This design comes from an exercise in tuning for small area and a short achievable clock period on the open sky130 flow, not from production work. Where RTL was checked, it was by simulation tests only, not by an equivalence proof against the original. No activity file was given, so power comes from the tool's default toggle rates.

job 3954:
// ip_stride
module ip_stride #(parameter IP_TRACKER_COUNT = 8)
(
	input   logic 			clk,
	input   logic 			rst,
	input   logic   [63:0]  addr_i,
	input 	logic 	[63:0]	ip_i,
	output 	logic 	[63:0]	pref_addr1_o,
	output 	logic 	        pref_valid1_o,
	output 	logic 	[63:0]	pref_addr2_o,
	output 	logic 	        pref_valid2_o,
	output 	logic 	[63:0]	pref_addr3_o,
	output 	logic 	        pref_valid3_o
);
Size in the first run: about 7300 cells after synthesis.
export LEC_CHECK = 0
export CAP_MARGIN = 20
export CORE_MARGIN = 2
export CORE_UTILIZATION = 40
export SETUP_SLACK_MARGIN = 5
export SLEW_MARGIN = 20
export SYNTH_HIERARCHICAL = 1
export TNS_END_PERCENT = 5
create_clock -name core_clock -period 20.0 [get_ports {clk}]
standard.sh (not shown) runs the stock make flow with config.mk's settings and CLKGATE_MAP_FILE= SYNTH_SCRIPT=/design/flow/synth_recipe.tcl, a recipe that flattens the netlist after the stock synthesis.
==> flow/flow/run.sh <==
#!/bin/bash
# Layout flow: the standard flow (standard synthesis unchanged), with
#  - a setup margin for the resizer's timing repair,
#  - plain buffers (instead of the default delay-cell buffers) on the ports,
#  - a clock tree of small clock buffers over small sink clusters,
#    without dummy loads.
# Each tool's full output goes to the ORFS logs under orfs/logs; make's own
# output goes to standard.log.
set -euo pipefail
MARGIN=${MARGIN:-7}
bash standard.sh \
  SETUP_SLACK_MARGIN=$MARGIN \
  "BUFFER_PORTS_ARGS=-buffer_cell sky130_fd_sc_hd__buf_2" \
  "CTS_ARGS=-sink_clustering_enable -repair_clock_nets -dont_use_dummy_load -buf_list sky130_fd_sc_hd__clkbuf_4 -sink_clustering_size 10 -sink_clustering_max_diameter 40" \
  finish > standard.log 2>&1
Relative to job 3954, the following input files were edited for job 5320:
diff --git a/flow/flow/run.sh b/flow/flow/run.sh
--- a/flow/flow/run.sh
+++ b/flow/flow/run.sh
@@ -5 +5 @@
-#  - a clock tree of small clock buffers over small sink clusters,
+#  - a clock tree of mid-size clock buffers over larger sink clusters,
@@ -14 +14 @@
-  "CTS_ARGS=-sink_clustering_enable -repair_clock_nets -dont_use_dummy_load -buf_list sky130_fd_sc_hd__clkbuf_4 -sink_clustering_size 10 -sink_clustering_max_diameter 40" \
+  "CTS_ARGS=-sink_clustering_enable -repair_clock_nets -dont_use_dummy_load -buf_list sky130_fd_sc_hd__clkbuf_8 -sink_clustering_size 16 -sink_clustering_max_diameter 50" \
### Flow results
Job 5320 completed; timing, DRC and antenna clean
Comparing job 3954 against job 5320, there is no change at all in mean instance size in the synthesized netlist.
The post-detailed-routing wire length in job 5320 was higher than what job 3954 gave.
Setup skew after layout in job 5320 is 24 ps below job 3954.
> inputs changed (job 5320 -> job 7165)
diff --git a/flow/config.mk b/flow/config.mk
--- a/flow/config.mk
+++ b/flow/config.mk
@@ -8 +8 @@
-export CAP_MARGIN = 20
+export CAP_MARGIN = 5
@@ -12 +12 @@
-export SLEW_MARGIN = 20
+export SLEW_MARGIN = 5
@@ -14 +13,0 @@
-export TNS_END_PERCENT = 5
- For job 7165, the endpoint of the most critical setup path was pref_addr3_o[23], unlike job 5320, where it was pref_addr3_o[46].
- The maximum clock frequency of job 7165 is higher than that of job 5320.
- Worst setup slack ended up 200 ps higher on job 7165 than on job 5320.
- Number of design rule violations left after detail routing came out exactly the same in job 5320 and job 7165.
- From job 5320 to job 7165 the numbers moved as follows: number of clock buffer instances in the layout went down, worst-margin pin slew rose by 30 ps, routed wire length shows a reduction of 0.55%, sequential share of power was more or less identical.
[inputs] job 5371 vs job 7165
diff --git a/flow/flow/run.sh b/flow/flow/run.sh
--- a/flow/flow/run.sh
+++ b/flow/flow/run.sh
@@ -10 +10 @@
-MARGIN=${MARGIN:-7}
+MARGIN=${MARGIN:-7.5}
@@ -13 +13 @@
-  "BUFFER_PORTS_ARGS=-buffer_cell sky130_fd_sc_hd__buf_2" \
+  "BUFFER_PORTS_ARGS=-buffer_cell sky130_fd_sc_hd__buf_1" \
diff --git a/flow/config.mk b/flow/config.mk
--- a/flow/config.mk
+++ b/flow/config.mk
@@ -8 +8 @@
-export CAP_MARGIN = 5
+export CAP_MARGIN = 20
@@ -12 +12 @@
-export SLEW_MARGIN = 5
+export SLEW_MARGIN = 20
@@ -13,0 +14 @@
+export TNS_END_PERCENT = 5
==> notes.md <==
- When job 5371 is set beside job 7165, its final cell count turns out to be 210 larger.
- Compared with job 7165, in job 5371 multi-input gate share of the layout cell area shows a reduction of 0.57 points, worst path arrival time +180 ps.
Setup changes, job 5371 to job 5282
diff --git a/flow/flow/run.sh b/flow/flow/run.sh
--- a/flow/flow/run.sh
+++ b/flow/flow/run.sh
@@ -5 +5 @@
-#  - a clock tree of mid-size clock buffers over larger sink clusters,
+#  - a clock tree of small clock buffers over small sink clusters,
@@ -10 +10 @@
-MARGIN=${MARGIN:-7.5}
+MARGIN=${MARGIN:-6}
@@ -13,2 +13,2 @@
-  "BUFFER_PORTS_ARGS=-buffer_cell sky130_fd_sc_hd__buf_1" \
-  "CTS_ARGS=-sink_clustering_enable -repair_clock_nets -dont_use_dummy_load -buf_list sky130_fd_sc_hd__clkbuf_8 -sink_clustering_size 16 -sink_clustering_max_diameter 50" \
+  "BUFFER_PORTS_ARGS=-buffer_cell sky130_fd_sc_hd__buf_2" \
+  "CTS_ARGS=-sink_clustering_enable -repair_clock_nets -dont_use_dummy_load -buf_list sky130_fd_sc_hd__clkbuf_4 -sink_clustering_size 8 -sink_clustering_max_diameter 35" \
[summary]
Looking at fmax, job 5282 sits 5.7% below job 5371.
A capture point of the worst path of pref_addr3_o[23] is what job 5371 shows, while pref_addr3_o[35] belongs to job 5282.
Cell depth of the worst flop-to-flop path for job 5282 is lower than for job 5371.
From job 5371 to job 5282 the numbers moved as follows: clock-buffer cell count went up, worst clock skew on the final layout did not really move, final cell count went down, shortest clock period the worst path allows after layout went up.
The area growth from synthesis to final layout number comes out higher for job 5371 vs job 5282.

========
Setup of v37:
Starting RTL as in the previous note.
clock: 20.0 ns
lec_check: 0
cap_margin: 20
core_margin: 2
core_utilization: 40
setup_slack_margin: 5
slew_margin: 20
synth_hierarchical: 1
tns_end_percent: 5
==> flow/flow/run.sh <==
#!/bin/bash
# Layout flow: the standard flow (standard synthesis unchanged), with
#  - a setup margin for the resizer's timing repair,
#  - plain buffers (instead of the default delay-cell buffers) on the ports,
#  - a clock tree of small clock buffers over small sink clusters,
#    without dummy loads.
# Each tool's full output goes to the ORFS logs under orfs/logs; make's own
# output goes to standard.log.
set -euo pipefail
MARGIN=${MARGIN:-6.5}
bash standard.sh \
  SETUP_SLACK_MARGIN=$MARGIN \
  "BUFFER_PORTS_ARGS=-buffer_cell sky130_fd_sc_hd__buf_2" \
  "CTS_ARGS=-sink_clustering_enable -repair_clock_nets -dont_use_dummy_load -buf_list sky130_fd_sc_hd__clkbuf_4 -sink_clustering_size 8 -sink_clustering_max_diameter 35" \
  finish > standard.log 2>&1
--- input diff v37..v57 ---
-- flow/flow/run.sh --
<<< v37, line 5
#  - a clock tree of small clock buffers over small sink clusters,
>>> v57, line 5
#  - a clock tree of mid-size clock buffers over larger sink clusters,
<<< v37, line 14
  "CTS_ARGS=-sink_clustering_enable -repair_clock_nets -dont_use_dummy_load -buf_list sky130_fd_sc_hd__clkbuf_4 -sink_clustering_size 8 -sink_clustering_max_diameter 35" \
>>> v57, line 14
  "CTS_ARGS=-sink_clustering_enable -repair_clock_nets -dont_use_dummy_load -buf_list sky130_fd_sc_hd__clkbuf_8 -sink_clustering_size 16 -sink_clustering_max_diameter 50" \
Notes after the runs:
All of v57 and v37 finish clean. Diff v37 -> v57: area added between synthesis and finish neither gained nor lost much; clock group share of total power lost 0.8 points. Delta (v57 minus v37): period utilization decreased by 0.24 points relative to the old numbers, worst setup margin increased by 48 ps relative to the old numbers. Per the comparison of v57 with v37, final instance area flat, time the final worst path needs with I/O delays and setup down 48 ps.
The inputs of v2 differ from those of v57 as listed below.
- clearing TNS_END_PERCENT, which used to be 5
-- flow/flow/run.sh --
<<< v57, line 10
MARGIN=${MARGIN:-6.5}
>>> v2, line 10
MARGIN=${MARGIN:-7}
### Flow results
Going from v57 to v2, routing usage on met3 rose 0.52 points; routing usage on met1 rose 1.3 points; design area rose 4300 sq um. Maximum frequency: v2 > v57. Count of clock-buffer cells in the layout, v57 and v2: lower on v2. Looking at v57 and v2, the count of H-tree levels built during CTS is a wash. Total clock buffers created by CTS, v57 and v2: higher on v57. The clock tree cell share of total cell area on v57 is in line with that on v2. Relative to v57, the total power per unit cell area of v2 is lower by 2.7%. Summary: with v57 as the reference, post-CTS setup buffer count in v2 moved up by more than 100%.
The following lists how v29 was set up differently from v2:
- PLACE_DENSITY newly set to 0.75
- CORE_UTILIZATION changed from 40 to 50
Notes after the runs:
- Of v29 and v2, v2 shows the higher filler cell count in the final layout, with v29 below it.
- | number of gates resized after cts | higher: v29 |
- The global-route usage over all layers number comes out higher for v29 vs v2.
- Per the comparison of v29 with v2, post-layout total power shows no meaningful change, critical path depth shows an increase of 3.6%, wire length of the first global-routing pass shows a reduction of 14 mm, clock latency at the later pin of the worst-skew pair shows no meaningful change.
- v29 did not stop at any stage, and its layout met the timing, DRC and antenna checks.
- v29 vs. v2: final setup slack of the worst path moved down; average vias per placed instance has increased.
Setup changes, v29 to v46
- clearing PLACE_DENSITY, which used to be 0.75
- putting TNS_END_PERCENT at 5 where nothing was set
- swapping 50 for 40 in CORE_UTILIZATION
-- flow/flow/run.sh --
<<< v29, line 5
#  - a clock tree of mid-size clock buffers over larger sink clusters,
>>> v46, line 5
#  - a clock tree of small clock buffers over small sink clusters,
<<< v29, line 10
MARGIN=${MARGIN:-7}
>>> v46, line 10
MARGIN=${MARGIN:-6.5}
<<< v29, line 14
  "CTS_ARGS=-sink_clustering_enable -repair_clock_nets -dont_use_dummy_load -buf_list sky130_fd_sc_hd__clkbuf_8 -sink_clustering_size 16 -sink_clustering_max_diameter 50" \
>>> v46, line 14
  "CTS_ARGS=-sink_clustering_enable -repair_clock_nets -dont_use_dummy_load -buf_list sky130_fd_sc_hd__clkbuf_4 -sink_clustering_size 10 -sink_clustering_max_diameter 40" \
Results
Diff v29..v46 | depth of the CTS H-tree | unchanged. v29 vs v46, start point of the critical path: ip_i[30] vs ip_i[5]. Count of non-CTS inverters in the layout came out exactly the same in v46 and v29. Looking at multi-input gate share of total cell area across v46 and v29, the one that comes out higher is v46. v29 → v46: peak supply drop now sits lower; number of logic stages on the critical path including buffering now sits lower; total routing resource utilization after global routing now sits lower.

========
ip_stride, a different RTL version from the one above (not shown whole).
Size: about 6500 cells after synthesis, about 1500 flip-flops, ~70000 um2 of cells after synthesis.
==> flow/config.mk <==
export PLATFORM = sky130hd
export DESIGN_NAME = ip_stride
export DESIGN_NICKNAME = ip_stride
export VERILOG_FILES = /design/flow/design.v
export SDC_FILE = /design/flow/constraint.sdc
export NUM_CORES = 4
export LEC_CHECK = 0
export CAP_MARGIN = 20
export CORE_MARGIN = 2
export CORE_UTILIZATION = 40
export SETUP_SLACK_MARGIN = 5
export SLEW_MARGIN = 20
export SYNTH_HIERARCHICAL = 1
==> flow/constraint.sdc <==
create_clock -name core_clock -period 20.0 [get_ports {clk}]
set_input_delay 4.0000 -clock core_clock [delete_from_list [all_inputs] [get_ports {clk}]]
set_output_delay 4.0000 -clock core_clock [all_outputs]
set_load 0.01 [all_outputs]
==> flow/flow/run.sh <==
#!/bin/bash
# Layout flow: the standard flow (standard synthesis unchanged), with
#  - a setup margin for the resizer's timing repair,
#  - plain buffers (instead of the default delay-cell buffers) on the ports,
#  - a clock tree of mid-size clock buffers over larger sink clusters,
#    without dummy loads.
# Each tool's full output goes to the ORFS logs under orfs/logs; make's own
# output goes to standard.log.
set -euo pipefail
MARGIN=${MARGIN:-6.5}
bash standard.sh \
  SETUP_SLACK_MARGIN=$MARGIN \
  "BUFFER_PORTS_ARGS=-buffer_cell sky130_fd_sc_hd__buf_2" \
  "CTS_ARGS=-sink_clustering_enable -repair_clock_nets -dont_use_dummy_load -buf_list sky130_fd_sc_hd__clkbuf_8 -sink_clustering_size 16 -sink_clustering_max_diameter 50" \
  finish > standard.log 2>&1
Next try:
==> flow/flow/run.sh (replaced) <==
#!/bin/bash
# Layout flow: the standard flow (standard synthesis unchanged), with
#  - a larger setup margin for the resizer's timing repair, so that it keeps
#    shortening the input-to-output paths below the 20 ns clock, and
#  - plain buffers (instead of the default delay-cell buffers) on the ports.
# Each tool's full output goes to the ORFS logs under orfs/logs; make's own
# output goes to standard.log.
set -euo pipefail
MARGIN=${MARGIN:-5}
bash standard.sh \
  SETUP_SLACK_MARGIN=$MARGIN \
  "BUFFER_PORTS_ARGS=-buffer_cell sky130_fd_sc_hd__buf_2" \
  finish > standard.log 2>&1
Result: First-iteration DRC count drops by 6.8%. Setup slack got worse by 0.34 ns. Power grows by 8.1%. Design area drops by 5.5%.
Next try:
--- a/flow/flow/run.sh
+++ b/flow/flow/run.sh
@@ -7,5 +7,5 @@
 # output goes to standard.log.
 set -euo pipefail
-MARGIN=${MARGIN:-5}
+MARGIN=${MARGIN:-8}
 bash standard.sh \
   SETUP_SLACK_MARGIN=$MARGIN \
What happened:
- The new run ran to the end with no violations
- sequential cell count is unchanged
- non-clock buffer count goes up by 463
- worst setup slack gains 0.65 ns
- power climbs by about 11%
- design area rose by about 13%
Next try:
==> flow/flow/run.sh (replaced) <==
#!/bin/bash
# Layout flow: the standard flow (standard synthesis unchanged), with
#  - a setup margin for the resizer's timing repair,
#  - plain buffers (instead of the default delay-cell buffers) on the ports,
#  - a clock tree of mid-size clock buffers over larger sink clusters,
#    without dummy loads.
# Each tool's full output goes to the ORFS logs under orfs/logs; make's own
# output goes to standard.log.
set -euo pipefail
MARGIN=${MARGIN:-5}
bash standard.sh \
  SETUP_SLACK_MARGIN=$MARGIN \
  "BUFFER_PORTS_ARGS=-buffer_cell sky130_fd_sc_hd__buf_2" \
  "CTS_ARGS=-sink_clustering_enable -repair_clock_nets -dont_use_dummy_load -buf_list sky130_fd_sc_hd__clkbuf_8 -sink_clustering_size 16 -sink_clustering_max_diameter 50" \
  finish > standard.log 2>&1
Outcome: The new run completed with no timing, DRC or antenna violations; via count fell by 6.3%; cell area fell by 15%; clock power fell by 47%; hold slack barely changes; global-route usage fell by 2.0 points; sequential share of layout area rose by 5.9 points; first-iteration DRC count fell by 20%.
Function was not checked in any run of this note: the RTL went through the layout flow alone.

-- port drivers added, routing unchanged --
The flow's constraints put no driver on any port. The routed layouts listed below were extracted and timed again, unchanged, in two steps.
Step 1 (the two cells are an assumption about what drives the block):
set clk [get_ports {clk}]
set_driving_cell -lib_cell sky130_fd_sc_hd__clkbuf_16 $clk
set_driving_cell -lib_cell sky130_fd_sc_hd__buf_2 [delete_from_list [all_inputs] $clk]
Step 2, shift: input delay + t, output delay - t, t = (earliest + latest rising clock arrival at the registers) / 2. This alone moves slack from input paths to output paths.
a / b / c = no drivers / after step 1 / after step 2; a / b = the first two.
run	shift t [ns]	setup WS [ns]	latest minus earliest clock arrival (ns)
job 3954	1.341	6.861 / 6.778 / 6.778	0.156 / 0.157
job 5320	1.020	6.797 / 6.712 / 6.712	0.132 / 0.133
job 7165	0.987	6.998 / 6.898 / 6.898	0.103 / 0.103
job 5371	0.968	6.820 / 6.799 / 6.799	0.115 / 0.115
job 5282	1.423	6.024 / 5.976 / 5.976	0.117 / 0.117
v37	1.395	6.421 / 6.371 / 6.371	0.124 / 0.125
v57	0.974	6.469 / 6.419 / 6.419	0.123 / 0.123
v2	0.982	6.979 / 6.864 / 6.864	0.107 / 0.108
v29	0.986	6.919 / 6.806 / 6.806	0.144 / 0.145
v46	1.372	6.482 / 6.409 / 6.409	0.160 / 0.160
the first run of note 3	0.934	5.412 / 5.350 / 5.350	0.135 / 0.135
the second run of note 3	0.877	5.069 / 5.033 / 5.033	0.053 / 0.053
the third run of note 3	0.889	5.720 / 5.637 / 5.637	0.047 / 0.046
the fourth run of note 3	0.933	5.066 / 4.998 / 4.998	0.136 / 0.136
After both steps setup and hold are still met in every run listed. The setup slack of v2, which loses most, moves by -0.115 ns with the drivers and by -0.115 ns with both steps.
